Background: an optimization exercise with open tools, aiming at small area. Do not read the settings as production practice. Where RTL was checked, it was by simulation tests only, not by an equivalence proof against the original. Function not checked in run 3: the RTL went through the layout flow alone.

## flow/design.v (module list and top-level ports; edited modules follow where they fit)
// module benc2: 7 lines
// module benc: 5 lines
// module brow: 6 lines
// module bxorv: 3 lines
// module bselv: 3 lines
// module bsgn: 3 lines
// module xnr: 3 lines
// module orr: 3 lines
// module cmult: 421 lines
// module radix_4: 65 lines
// module inc2: 10 lines
// module bf_add: 93 lines
// module bf_addq: 95 lines
// module fa: 4 lines
// module ha: 4 lines
// module fav: 5 lines
// module hav: 5 lines
module radix_4#(
    parameter WIDTH=26
)(
    input clk, start, rst_n,
    input signed [WIDTH-1:0] A_r, A_i, B_r, B_i, C_r, C_i, D_r, D_i,
    input signed [15:0] W0_r, W0_i, W1_r, W1_i, W2_r, W2_i,
    output reg done,
    output signed [WIDTH+1:0] Q0_r, Q0_i, Q1_r, Q1_i, Q2_r, Q2_i, Q3_r, Q3_i
);
  // ...
==> flow/run.sh <==
#!/bin/bash
# synth_recipe.tcl (not shown) runs the flow's synth.tcl, then flattens the netlist and writes it again
# the make line also repeats each setting of config.mk as NAME=value (left out here)
make -C /OpenROAD-flow-scripts/flow DESIGN_CONFIG=/design/flow/config.mk WORK_HOME=/design/flow/orfs CLKGATE_MAP_FILE= SYNTH_SCRIPT=/design/flow/synth_recipe.tcl finish
==> flow/config.mk <==
export PLATFORM = sky130hd
export DESIGN_NAME = radix_4
export DESIGN_NICKNAME = radix_4
export VERILOG_FILES = /design/flow/design.v
export SDC_FILE = /design/flow/constraint.sdc
export NUM_CORES = 4
export LEC_CHECK = 0
export CAP_MARGIN = 20
export CORE_MARGIN = 2
export CORE_UTILIZATION = 55
export CTS_BUF_LIST = sky130_fd_sc_hd__clkbuf_4
export PLACE_DENSITY = 0.7
export SLEW_MARGIN = 20
export SYNTH_HIERARCHICAL = 1
export SYNTH_MINIMUM_KEEP_SIZE = 0
==> flow/constraint.sdc <==
create_clock -name core_clock -period 13.0 [get_ports {clk}]
set_input_delay 2.6000 -clock core_clock [delete_from_list [all_inputs] [get_ports {clk}]]
set_output_delay 2.6000 -clock core_clock [all_outputs]
set_load 0.01 [all_outputs]
==> impl_metrics.toml, run 1 <==
[layout]
fillCellCount = 17601
clkbuf_count = 234
clkCellAreaFrac_pct = 1.51
nets = 14664
nNonClkInverters = 276

[placed_design]
place_hpwl_mm = 379
portBuffers = 531

[global_route]
grt_use_total_pct = 40.9
grt_max_degree = 57
grt_busiest_layer = "met2"
grt_pass1_vias = 105701

[floorplanning]
die_w_um = 478
dieArea_um2 = 228000
n_tap_cell = 2975

[yosys]
synth_top_area_share_pct = 45.3
synth-xor-area-share_pct = 18.1
synth_edf_count = 0
syn_avg_cell_area_um2 = 12.4
yosys.area.top_type = "fa_1"
synth_compound_area_share_pct = 20.4

[critical_path]
startpoint = "z1_i[0]"
slowest_stage = "fa_1"
reg2reg_to = "u3_i[27]"

[timing]
fin_tns_setup_ps = 0
finalMaxSlewViolations = 0
tightest_slew_ps = 1160

[clock_network]
ctsHoldBuffers = 0
clock_sinks = 659

[run_status]
status = "finished clean"

[route]
wl_per_cell_um = 32.3
via_count = 96954

[hold_path]
hold_end = "done"
==> inputs of run 2 (changes only) <==
==> flow/flow/run.sh (new file) <==
#!/bin/bash
# The standard layout (the standard.sh, unchanged synthesis and steps),
# with the plain sky130_fd_sc_hd__buf_1 as the buffer on every input and
# output port instead of the cell buffer_ports picks by default.
set -e
cp standard.sh standard_sh_copy.log
export BUFFER_PORTS_ARGS="-buffer_cell sky130_fd_sc_hd__buf_1"
bash standard.sh > standard.log 2>&1
==> flow/standard.sh (new file) <==
#!/bin/bash
# synth_recipe.tcl (not shown) runs the flow's synth.tcl, then flattens the netlist and writes it again
# the make line also repeats each setting of config.mk as NAME=value (left out here)
make -C /OpenROAD-flow-scripts/flow DESIGN_CONFIG=/design/flow/config.mk WORK_HOME=/design/flow/orfs CLKGATE_MAP_FILE= SYNTH_SCRIPT=/design/flow/synth_recipe.tcl "${@:-finish}"
removed: flow/run.sh
==> run 2 against run 1 <==
Against the previous run:
- synthesized cell count unchanged
- sequential cell count stayed put
- hold slack improved by 5.6 ps
- non-clock buffer count fell by 82
- first-iteration DRC count decreased by 3.1%
==> impl_metrics.toml, run 2 <==
[layout]
nets = 14581
final_cell_mix = "fa_1, a22o_1, xor2_1"
fin_cells = 14316
area_delta_synth_final_pct = 10.9
drive_above_1_share_pct = 8.40
layout_commonest_cell = "fa_1"

[yosys]
ys_async_sr_fraction_pct = 0.455
ys_ff_latch = 659
synth_top_area_share_pct = 45.3
synth_flop_cell = "dfxtp_1"
syn_area_um2 = 123000
synth.top_cells.by_area = "fa_1, a22o_1, xor2_1"
yosys.cell_types.count = 45
syn_avg_cell_area_um2 = 12.4
yosys.area.top_type = "fa_1"
yosysMostFrequentCell = "fa_1"
synth_common_cells = "fa_1, a22o_1, xor2_1"
synth_edf_count = 0
netlist_instances = 9936
ys.warnings.count = 7
synth.yosys.seq_area_share_pct = 10.7

[placed_design]
portBuffers = 531
gp_congestion = 1.04
placed_cells = 13981
place_hpwl_mm = 379

[floorplanning]
ioPinCount = 532
die_w_um = 478
dieArea_um2 = 228000
dieHeight_um = 478
coreArea_um2 = 223000
start_util_pct = 55.4
rows = 173

[timing]
fin_tns_setup_ps = 0
max_freq_mhz = 81.7
setup_viol = 0
period_minus_slack_ps = 12240
min_period_over_period_pct = 94.2
finalHoldViolations = 0
tightest_slew_ps = 1210
skew_ps = 122
finalMaxSlewViolations = 0
relSlewSlack_pct = 19.6
grt_setup_unrepaired = "false"

[hold_path]
holdCritPathClass = "flip-flop to flip-flop"
hp-start = "valid[0]"
hold_end = "valid[1]"
hold_depth = 0

[global_route]
grt_pass1_wl_mm = 688
grt_max_degree = 57
grt_use_total_pct = 40.7
antenna_found_initial = 21
gr-total-overflow = 0
grt_pass1_vias = 104876

[clock_network]
ctsHoldBuffers = 0
htree_levels = 4
clk_latency_ps = 1120
ctsResizeCount = 0
cts_buffers = 166
cts_setup_buffers = 0
clockRootBuffer = "clkbuf_4"
cts_buffer_depth = 3
clock_sinks = 659
cts_tree = "yes"
clk_pin_slew_ps = 70

[critical_path]
reg2regPathDepth = 30
reg2reg_to = "r1_i[26]"
cp_max_fo = 3
reg2reg_slack_ps = 760
cpMostUsedCell = "fa_1"
cp.required_ps = 13970
start_kind = "flip-flop"
slowest_stage = "fa_1"
max_stage_delay_ps = 580
rr_startpoint = "u4_r[1]"
arrival_ps = 13210
critical_path_class = "flip-flop to flip-flop"
endpoint_kind = "flip-flop"

[route]
wl_per_cell_um = 32.4
drtIter0Drc = 10085
remaining_drc_errors = 0
wirelength_mm = 463
via_count = 96288
antenna_left = 0
vias_per_cell = 6.73
first_pass_iters = 6

[job]
drv_cap = 0

[run_status]
status = "finished clean"
-- run 2: changes by cell type in the layout (fill, tap and decap cells not counted), moves of 6 or more --
| cell | previous run | this run |
|---|---|---|
| diode_2 | 24 | 45 |
| clkinv_1 | 31 | 38 |
| clkbuf_4 | 234 | 228 |
| buf_1 | 0 | 523 |
| buf_4 | 531 | 476 |
| clkdlybuf4s50_1 | 531 | 0 |
| clkbuf_2 | 0 | 8 |
| buf_12 | 68 | 40 |
-- run 2: how the worst max path moves through the flow --
stage | slack [ps] | start | depth (start not counted) | to
after floorplan | 220 | W0_r[6] | 25 | z0_r[26]
after global placement | 300 | W2_r[1] | 27 | z2_i[26]
after detailed placement | 160 | W2_r[1] | 27 | z2_i[26]
after CTS | 780 | z1_r[0] | 29 | u3_r[27]
after global routing | 550 | u4_r[1] | 30 | r1_i[26]
final | 760 | u4_r[1] | 30 | r1_i[26]
-- run 2: kinds of logic (layout without fill, tap and decap cells) --
logic type      after synthesis  in the layout  share of synthesized area [%]
simple gates                347            347                           1.46
xor+xnor                   2552           2552                           18.1
other cells                   5             82                         0.0152
buf+inv                     284           1612                          0.888
compound gates             2985           2985                           20.4
flops                       659            659                           10.7
fa+ha+maj                  3104           3104                           48.4
-- run 2: per-module statistics from Yosys (local to each module, per instance), a selection --
module	times used	cells inside	cell area, um^2	flops+latches
benc	24	5	41.3	0
benc2	24	9	65.1	0
bsgn	96	1	5.00	0
bxorv	96	26	228	0
cmult	3	153	925	0
fa	602	1	20.0	0
ha	48	1	12.5	0
inc2	2	2	12.5	0
orr	48	1	6.26	0
radix_4	1	889	14100	659
-- run 2: final cells by class --
class / instances / area, um^2
Multi-Input combinational cell: 9025 / 110000
Fill cell: 17926 / 85900
Sequential cell: 659 / 13200
Timing Repair Buffer: 1048 / 6390
Tap cell: 2975 / 3720
Clock buffer: 228 / 1710
Inverter: 276 / 1040
Clock inverter: 60 / 413
Antenna cell: 45 / 113
-- run 2: worst max-delay path, delay by kind of cell, from the launching register on --
| family | cells | cell delay (ps) |
|---|---|---|
| AO/OA/AOI/OAI | 2 | 270 |
| adder cells (fa/ha/maj) | 27 | 11410 |
| buffers and inverters | 1 | 70 |
| flip-flops | 1 | 380 |
-- run 2: per-stage QoR --
stage / hold slack, ps / util, % / area, um^2 / worst slack (ps)
floorplan: 331 / - / 124000 / 223
global placement: 346 / 60.4 / 135000 / 299
detailed placement: 343 / 60.4 / 135000 / 165
CTS: 373 / 61.4 / 137000 / 780
global route: 384 / 61.4 / 137000 / 547
finish: 364 / 61.4 / 137000 / 759
-- run 2: per-layer routing --
| metal | track usage [%] | vias up | share of wire [%] |
|---|---|---|---|
| li1 | - | 38525 | - |
| met1 | 51.0 | 49993 | 37 |
| met2 | 62.8 | 6158 | 45 |
| met3 | 7.31 | 1602 | 8.8 |
| met4 | 31.5 | 10 | 9.5 |
| met5 | 0 | - | 0.079 |
==> module radix_4, before the edit <==
module radix_4#(
    parameter WIDTH=26
)(
    input clk, start, rst_n,
    input signed [WIDTH-1:0] A_r, A_i, B_r, B_i, C_r, C_i, D_r, D_i,
    input signed [15:0] W0_r, W0_i, W1_r, W1_i, W2_r, W2_i,
    output reg done,
    output signed [WIDTH+1:0] Q0_r, Q0_i, Q1_r, Q1_i, Q2_r, Q2_i, Q3_r, Q3_i
);
reg [1:0] valid;
always @(posedge clk or negedge rst_n)
    if (!rst_n) begin
        valid <= 2'b0;
        done  <= 1'b0;
    end else begin
        valid <= {valid[0], start};
        done  <= valid[1];
    end
wire [26:0] m0_r, m0_i, m1_r, m1_i, m2_r, m2_i;
cmult U0(.xr(B_r), .xi(B_i), .wr(W0_r), .wi(W0_i), .zr(m0_r), .zi(m0_i));
cmult U1(.xr(C_r), .xi(C_i), .wr(W1_r), .wi(W1_i), .zr(m1_r), .zi(m1_i));
cmult U2(.xr(D_r), .xi(D_i), .wr(W2_r), .wi(W2_i), .zr(m2_r), .zi(m2_i));
wire [26:1] a2_r, a2_i;
inc2 i0 (.a(A_r[25:1]), .s(a2_r));
inc2 i1 (.a(A_i[25:1]), .s(a2_i));
reg [26:0] z0_r, z0_i, z1_r, z1_i, z2_r, z2_i, ap_r, ap_i;
always @(posedge clk) begin
    z0_r <= m0_r; z0_i <= m0_i;
    z1_r <= m1_r; z1_i <= m1_i;
    z2_r <= m2_r; z2_i <= m2_i;
    ap_r <= {a2_r, A_r[0]}; ap_i <= {a2_i, A_i[0]};
end
wire [27:0] t1_r, t1_i, t2_r, t2_i, t3_r, t3_i, t4_r, t4_i;
bf_add a0 (.a({ap_r[26], ap_r}), .b({z1_r[26], z1_r}),   .cin(1'b0), .s(t1_r));
bf_add a1 (.a({ap_i[26], ap_i}), .b({z1_i[26], z1_i}),   .cin(1'b0), .s(t1_i));
bf_add a2 (.a({ap_r[26], ap_r}), .b(~{z1_r[26], z1_r}),  .cin(1'b1), .s(t3_r));
bf_add a3 (.a({ap_i[26], ap_i}), .b(~{z1_i[26], z1_i}),  .cin(1'b1), .s(t3_i));
bf_add a4 (.a({z0_r[26], z0_r}), .b({z2_r[26], z2_r}),   .cin(1'b0), .s(t2_r));
bf_add a5 (.a({z0_i[26], z0_i}), .b({z2_i[26], z2_i}),   .cin(1'b0), .s(t2_i));
bf_add a6 (.a({z0_r[26], z0_r}), .b(~{z2_r[26], z2_r}),  .cin(1'b1), .s(t4_r));
bf_add a7 (.a({z0_i[26], z0_i}), .b(~{z2_i[26], z2_i}),  .cin(1'b1), .s(t4_i));
reg [27:0] u1_r, u1_i, u2_r, u2_i, u3_r, u3_i, u4_r, u4_i;
always @(posedge clk) begin
    u1_r <= t1_r; u1_i <= t1_i; u2_r <= t2_r; u2_i <= t2_i;
    u3_r <= t3_r; u3_i <= t3_i; u4_r <= t4_r; u4_i <= t4_i;
end
wire [26:0] q0_r, q0_i, q1_r, q1_i, q2_r, q2_i, q3_r, q3_i;
bf_addq b0 (.a({u1_r[27], u1_r}), .b({u2_r[27], u2_r}),   .cin(1'b0), .s(q0_r));
bf_addq b1 (.a({u1_i[27], u1_i}), .b({u2_i[27], u2_i}),   .cin(1'b0), .s(q0_i));
bf_addq b2 (.a({u1_r[27], u1_r}), .b(~{u2_r[27], u2_r}),  .cin(1'b1), .s(q2_r));
bf_addq b3 (.a({u1_i[27], u1_i}), .b(~{u2_i[27], u2_i}),  .cin(1'b1), .s(q2_i));
bf_addq b4 (.a({u3_r[27], u3_r}), .b({u4_i[27], u4_i}),   .cin(1'b0), .s(q1_r));
bf_addq b5 (.a({u3_i[27], u3_i}), .b(~{u4_r[27], u4_r}),  .cin(1'b1), .s(q1_i));
bf_addq b6 (.a({u3_r[27], u3_r}), .b(~{u4_i[27], u4_i}),  .cin(1'b1), .s(q3_r));
bf_addq b7 (.a({u3_i[27], u3_i}), .b({u4_r[27], u4_r}),   .cin(1'b0), .s(q3_i));
reg [26:0] r0_r, r0_i, r1_r, r1_i, r2_r, r2_i, r3_r, r3_i;
always @(posedge clk) begin
    r0_r <= q0_r; r0_i <= q0_i; r1_r <= q1_r; r1_i <= q1_i;
    r2_r <= q2_r; r2_i <= q2_i; r3_r <= q3_r; r3_i <= q3_i;
end
assign Q0_r = {r0_r[26], r0_r}; assign Q0_i = {r0_i[26], r0_i};
assign Q1_r = {r1_r[26], r1_r}; assign Q1_i = {r1_i[26], r1_i};
assign Q2_r = {r2_r[26], r2_r}; assign Q2_i = {r2_i[26], r2_i};
assign Q3_r = {r3_r[26], r3_r}; assign Q3_i = {r3_i[26], r3_i};
endmodule
==> inputs of run 3 (changes only) <==
==> flow/design.v (replaced) <==
module DW02_mult_2_stage #(
    parameter A_width = 8,
    parameter B_width = 8
)(
    input  [A_width-1:0] A,
    input  [B_width-1:0] B,
    input  TC,
    input  CLK,
    output reg [A_width+B_width-1:0] PRODUCT
);
wire signed [A_width+B_width-1:0] prod_s = $signed(A) * $signed(B);
wire        [A_width+B_width-1:0] prod_u = A * B;
always @(posedge CLK)
    PRODUCT <= TC ? prod_s : prod_u;
endmodule
module complex_mult #(
    parameter WIDTH_A=26
)(
input signed [WIDTH_A-1:0] A_r,A_i, 
input signed [15:0] B_r,B_i,
input clk,
output signed [WIDTH_A:0] I,Q);
wire signed [WIDTH_A:0] z0;
wire signed [16:0] z1,z2;
assign z0 = (A_r >>> 0) - (A_i >>> 0);
assign z1 = (B_r >>> 0) - (B_i >>> 0);
assign z2 = (B_r >>> 0) + (B_i >>> 0);
wire signed [WIDTH_A+16:0] y0,y1,y2;
wire signed [WIDTH_A+17:0] w1,w2;
mult #(16,WIDTH_A+1,WIDTH_A+17) A0(.A(B_i >>> 0) ,.B(z0 >>> 0) ,.clk(clk) ,.C(y0));
mult #(WIDTH_A,17,WIDTH_A+17) A1(.A(A_r >>> 0) ,.B(z1 >>> 0) ,.clk(clk) ,.C(y1));
mult #(WIDTH_A,17,WIDTH_A+17) A2(.A(A_i >>> 0) ,.B(z2 >>> 0) ,.clk(clk) ,.C(y2));
assign w1 = y0 + y1;
assign w2 = y0 + y2;
wire signed [WIDTH_A:0] I_tmp, Q_tmp;
wire signed [WIDTH_A+17:0] I_round = w1 + (1 << 13);
wire signed [WIDTH_A+17:0] Q_round = w2 + (1 << 13);
assign I_tmp = I_round[WIDTH_A+17 : 14];
assign Q_tmp = Q_round[WIDTH_A+17 : 14];
assign I = I_tmp;
assign Q = Q_tmp;
endmodule
module mult #(
    parameter WIDTH_A=26,
    parameter WIDTH_B=16,
    parameter WIDTH_C=26
)(
    input [WIDTH_A-1:0] A,
    input [WIDTH_B-1:0] B,
    input clk,
    output reg [WIDTH_C-1:0] C);
wire signed [WIDTH_A+WIDTH_B-1:0] Y0;
DW02_mult_2_stage #(WIDTH_A,WIDTH_B) U0 (.A(A) ,.B(B) ,.TC(1'b1), .CLK(clk) ,.PRODUCT(Y0));
always@(*)
begin
    C = Y0;
end
endmodule
module radix_4#(
    parameter WIDTH=26
)(
    input clk, start, rst_n,
    input signed [WIDTH-1:0] A_r, A_i, B_r, B_i, C_r, C_i, D_r, D_i,
    input signed [15:0] W0_r, W0_i, W1_r, W1_i, W2_r, W2_i,
    output reg done,
    output reg signed [WIDTH+1:0] Q0_r, Q0_i, Q1_r, Q1_i, Q2_r, Q2_i, Q3_r, Q3_i
);
reg [1:0] valid;
reg signed [WIDTH-1:0] A_r_d0,A_i_d0;
wire signed [WIDTH:0] z0_r, z0_i, z1_r, z1_i, z2_r, z2_i;
reg signed [WIDTH+1:0] pipe0, pipe1, pipe2, pipe3, pipe4, pipe5, pipe6, pipe7;
reg signed [WIDTH+1:0] pipe8, pipe9, pipe10, pipe11, pipe12, pipe13, pipe14, pipe15;
complex_mult #(WIDTH) U0(.clk(clk), .A_r(B_r), .A_i(B_i), .B_r(W0_r), .B_i(W0_i), .I(z0_r), .Q(z0_i));
complex_mult #(WIDTH) U1(.clk(clk), .A_r(C_r), .A_i(C_i), .B_r(W1_r), .B_i(W1_i), .I(z1_r), .Q(z1_i));
complex_mult #(WIDTH) U2(.clk(clk), .A_r(D_r), .A_i(D_i), .B_r(W2_r), .B_i(W2_i), .I(z2_r), .Q(z2_i));
always@(posedge clk or negedge rst_n)
begin
    if(!rst_n) begin
        done <= 0;
        valid <= 0;
    end
    else begin
        done <= valid[1];
        valid <= {valid[0], start};
    end
end
always@(posedge clk,negedge rst_n)
begin
    if(!rst_n) begin
        A_r_d0<=0;
        A_i_d0<=0;
    end
    else begin
        A_r_d0<=A_r;
        A_i_d0<=A_i;
    end
end
always@(posedge clk or negedge rst_n)
begin
    if(!rst_n) begin
        pipe0 <= 0; pipe1 <= 0; pipe2 <= 0; pipe3 <= 0;
        pipe4 <= 0; pipe5 <= 0; pipe6 <= 0; pipe7 <= 0;
        pipe8 <= 0; pipe9 <= 0; pipe10 <= 0; pipe11 <= 0;
        pipe12 <= 0; pipe13 <= 0; pipe14 <= 0; pipe15 <= 0;
    end
    else if(valid[0]) begin
        pipe0 <= A_r_d0 + z0_r;
        pipe1 <= z1_r + z2_r;
        pipe2 <= A_r_d0 - z0_r;
        pipe3 <= z2_r - z1_r;
        pipe4 <= A_i_d0  + z0_i ;
        pipe5 <= z1_i  + z2_i;
        pipe6 <= A_i_d0  - z0_i ;
        pipe7 <= z1_i - z2_i ;
        pipe8 <= A_r_d0 + z0_i;
        pipe9 <= z1_r + z2_i ;
        pipe10 <= A_i_d0  - z0_r ;
        pipe11 <= z2_r - z1_i;
        pipe12 <= A_r_d0  - z0_i;
        pipe13 <= z1_r - z2_i;
        pipe14 <= A_i_d0  + z0_r;
        pipe15 <= z2_r + z1_i;
    end
end
always@(posedge clk or negedge rst_n)
begin
    if(!rst_n) begin
        Q0_r <= 0; Q1_r <= 0; Q2_r <= 0; Q3_r <= 0;
        Q0_i <= 0; Q1_i <= 0; Q2_i <= 0; Q3_i <= 0;
    end
    else if(valid[1]) begin
        Q0_r <= ((pipe0 + pipe1) + 2) >>> 2;
        Q0_i <= ((pipe4 + pipe5) + 2) >>> 2;
        Q1_r <= ((pipe8 - pipe9) + 2) >>> 2;
        Q1_i <= ((pipe10 + pipe11) + 2) >>> 2;
        Q2_r <= ((pipe2 - pipe3) + 2) >>> 2;
        Q2_i <= ((pipe6 + pipe7) + 2) >>> 2;
        Q3_r <= ((pipe12 - pipe13) + 2) >>> 2;
        Q3_i <= ((pipe14 - pipe15) + 2) >>> 2;
    end
end
endmodule
==> flow/run.sh (new file) <==
#!/bin/bash
# synth_recipe.tcl (not shown) runs the flow's synth.tcl, then flattens the netlist and writes it again
# the make line also repeats each setting of config.mk as NAME=value (left out here)
make -C /OpenROAD-flow-scripts/flow DESIGN_CONFIG=/design/flow/config.mk WORK_HOME=/design/flow/orfs CLKGATE_MAP_FILE= SYNTH_SCRIPT=/design/flow/synth_recipe.tcl finish
==> flow/config.mk (replaced) <==
export PLATFORM = sky130hd
export DESIGN_NAME = radix_4
export DESIGN_NICKNAME = radix_4
export VERILOG_FILES = /design/flow/design.v
export SDC_FILE = /design/flow/constraint.sdc
export NUM_CORES = 4
export LEC_CHECK = 0
export CAP_MARGIN = 20
export CORE_MARGIN = 2
export CORE_UTILIZATION = 40
export PLACE_DENSITY = 0.6
export SLEW_MARGIN = 20
removed: flow/flow/run.sh
removed: flow/standard.sh
==> run 3 against run 2 <==
Against the previous run:
- maximum frequency up 2.3%
- routed wire length up 58%
- still clean on timing, DRC and antenna
- final cell count is 120% higher
- via count up 75%
==> impl_metrics.toml, run 3 <==
[run_status]
status = "finished clean"

[critical_path]
cp_top_family = "compound AO/OA/AOI/OAI gates"
arrival_ps = 12770
cp.required_ps = 13800
reg2reg_slack_ps = 4420
cp.depth = 40
startpoint = "C_r[0]"
slowest_stage = "a221oi_1"
rr_startpoint = "U1.A0.U0.PRODUCT[6]"
reg2reg_to = "pipe9[25]"
critical_path_class = "primary input to flip-flop"
cp_max_fo = 6
max_stage_delay_ps = 520
reg2regPathDepth = 28
start_kind = "primary input"
critPathBufInv = 6
endpoint = "U1.A0.U0.PRODUCT[39]"
endpoint_kind = "flip-flop"

[floorplanning]
rows = 270
dieHeight_um = 739
die_w_um = 739
dieArea_um2 = 547000
start_util_pct = 40.1
ioPinCount = 532
coreArea_um2 = 540000

[layout]
area_delta_synth_final_pct = 10.1
final_cell_mix = "inv_1, fa_1, nand2_1"
post-route-util_pct = 44.1
layout_commonest_cell = "inv_1"
fillCellCount = 53057
nets = 31037
drive_above_1_share_pct = 5.45

[yosys]
synth_common_cells = "inv_1, fa_1, nand2_1"
synth_top_area_share_pct = 34.6
synth_flop_cell = "dfrtp_1"
yosysMostFrequentCell = "inv_1"
syn_avg_cell_area_um2 = 8.94
yosys.cell_types.count = 109
ys.warnings.count = 5
synth.yosys.seq_area_share_pct = 11.7
ys_async_sr_fraction_pct = 66.1
netlist_instances = 24187
synth_edf_count = 0
yosys.area.top_type = "fa_1"
syn_area_um2 = 216000
synth.top_cells.by_area = "fa_1, ha_1, inv_1"
ys_ff_latch = 1088

[timing]
period_minus_slack_ps = 11970
finalMaxSlewViolations = 0
min_period_over_period_pct = 92.1
finalHoldViolations = 0
tightest_slew_ps = 1260
fin_tns_setup_ps = 0
max_freq_mhz = 83.5
grt_setup_unrepaired = "false"
setup_viol = 0
skew_ps = 83.7
relSlewSlack_pct = 15.5

[job]
drv_cap = 0

[route]
via_count = 168358
drtIter0Drc = 13426
met3RoutedLength_mm = 61.7
first_pass_iters = 8
dr_wl_met2_mm = 316
wl_per_cell_um = 23.0
routedLengthMet1_mm = 316
remaining_drc_errors = 0
vias_per_cell = 5.27
antenna_left = 0
wirelength_mm = 733
top_layer = "met5"

[clock_network]
ctsHoldBuffers = 0
clk_pin_slew_ps = 60
clockRootBuffer = "clkbuf_16"
ctsResizeCount = 0
cts_buffer_depth = 4
clock_sinks = 1088
clk_latency_ps = 900
cts_tree = "yes"
cts_setup_buffers = 0
htree_levels = 4
cts_buffers = 151

[global_route]
grt_use_total_pct = 26.8
grt_pass1_wl_mm = 1100
grt_max_degree = 183
grt_pass1_vias = 173792
gr-total-overflow = 0
antenna_found_initial = 75

[hold_path]
holdCritPathClass = "flip-flop to flip-flop"

[placed_design]
place_hpwl_mm = 617
gp_congestion = 0.978
portBuffers = 531
==> run 3: cell count changes in the layout (fill, tap and decap cells not counted), sizes merged, moves of 949 or more <==
cell and delta:
inv +4749, and2 +988, ha +2100, nand2 +2641
a22o -2497, a21oi +1062, nor2 +1328, fa +949
xor2 -2238
==> run 3: per-stage QoR <==
step	worst slack, ps	hold WS, ps	cell area, um^2	std cells
floorplan	1540	352	216000	24187
global route	564	501	238000	31934
detailed placement	285	475	233000	31638
finish	1030	483	238000	31942
global placement	336	465	233000	31636
CTS	1220	488	238000	31909
==> run 3: worst min-delay path by stage <==
stage,from,to,slack [ps],depth (start not counted)
after floorplan,valid[1],done,350,0
after CTS,Q2_r[3],Q2_r[3],490,2
after detailed placement,Q2_r[3],Q2_r[3],470,2
after global routing,Q2_r[3],Q2_r[3],500,2
after global placement,Q3_i[3],Q3_i[3],470,1
final,Q3_r[22],Q3_r[22],480,2
==> run 3: layout make-up <==
class	count	area, um^2	share of cell area [%]
multi-input combinational	17260	170000	71.4
sequential	1088	25400	10.7
inverter	5025	18900	7.92
timing repair buffer	1057	9370	3.94
tap	7208	9020	3.79
clock buffer	200	4290	1.80
clock inverter	71	1080	0.452
antenna	33	82.6	0.0347
==> run 3: routing by layer <==
metal  GRT usage (%)  up-vias
li1                -    75494
met1            37.0    85564
met2            40.8     6102
met3            5.09     1158
met4            12.1       40
met5               0        -
==> run 3: worst reg2reg max path, delay by kind of cell, from the launching register on <==
kind / cells / cell delay [ps]
adder cells (fa/ha/maj): 3 / 1130
flip-flops: 1 / 330
AND/OR/NAND/NOR: 5 / 1060
AO/OA/AOI/OAI: 19 / 5510
XOR/XNOR: 1 / 420
==> run 3: cells by family after synthesis <==
kind of cell | Yosys count | share of synthesized area, %
buf+inv | 5839 | 10.1
fa+ha+maj | 6147 | 48.6
flops | 1088 | 11.7
mux | 312 | 1.62
simple gates | 6466 | 13.8
xor+xnor | 1255 | 5.09
compound gates | 3080 | 9.07

==> what the ideal ports hide <==
Ports are ideal in the flow. The routed layouts listed here were re-timed in OpenROAD. Step 1 (the two cells are an assumption about what drives the block):
set clk [get_ports {clk}]
set_driving_cell -lib_cell sky130_fd_sc_hd__clkbuf_16 $clk
set_driving_cell -lib_cell sky130_fd_sc_hd__buf_2 [delete_from_list [all_inputs] $clk]
Step 2 times the ports against the registers' clock, not the clock port: input delays grow and output delays shrink by t, the midpoint of the rising clock arrivals with the driver on. a / b / c = ideal / step 1 / step 2; a / b = the first two.
run | t, ns | setup WS [ns] | hold slack, ns | latest minus earliest clock arrival (ns) | worst register clock-pin slew, ns
run 1 | 1.206 | 0.780 / 0.780 / 0.078 | 0.358 / 0.358 / 0.358 | 0.187 / 0.186 | 0.10 / 0.10
run 2 | 1.143 | 0.759 / 0.759 / 0.162 | 0.364 / 0.364 / 0.364 | 0.122 / 0.123 | 0.09 / 0.09
run 3 | 0.976 | 1.029 / 1.125 / 0.149 | 0.483 / 0.483 / 0.483 | 0.086 / 0.086 | 0.08 / 0.08
After both steps setup and hold are still met in every run listed. For run 3, which loses most, drivers alone change the setup slack by +0.096 ns; drivers and shift together by -0.880 ns.
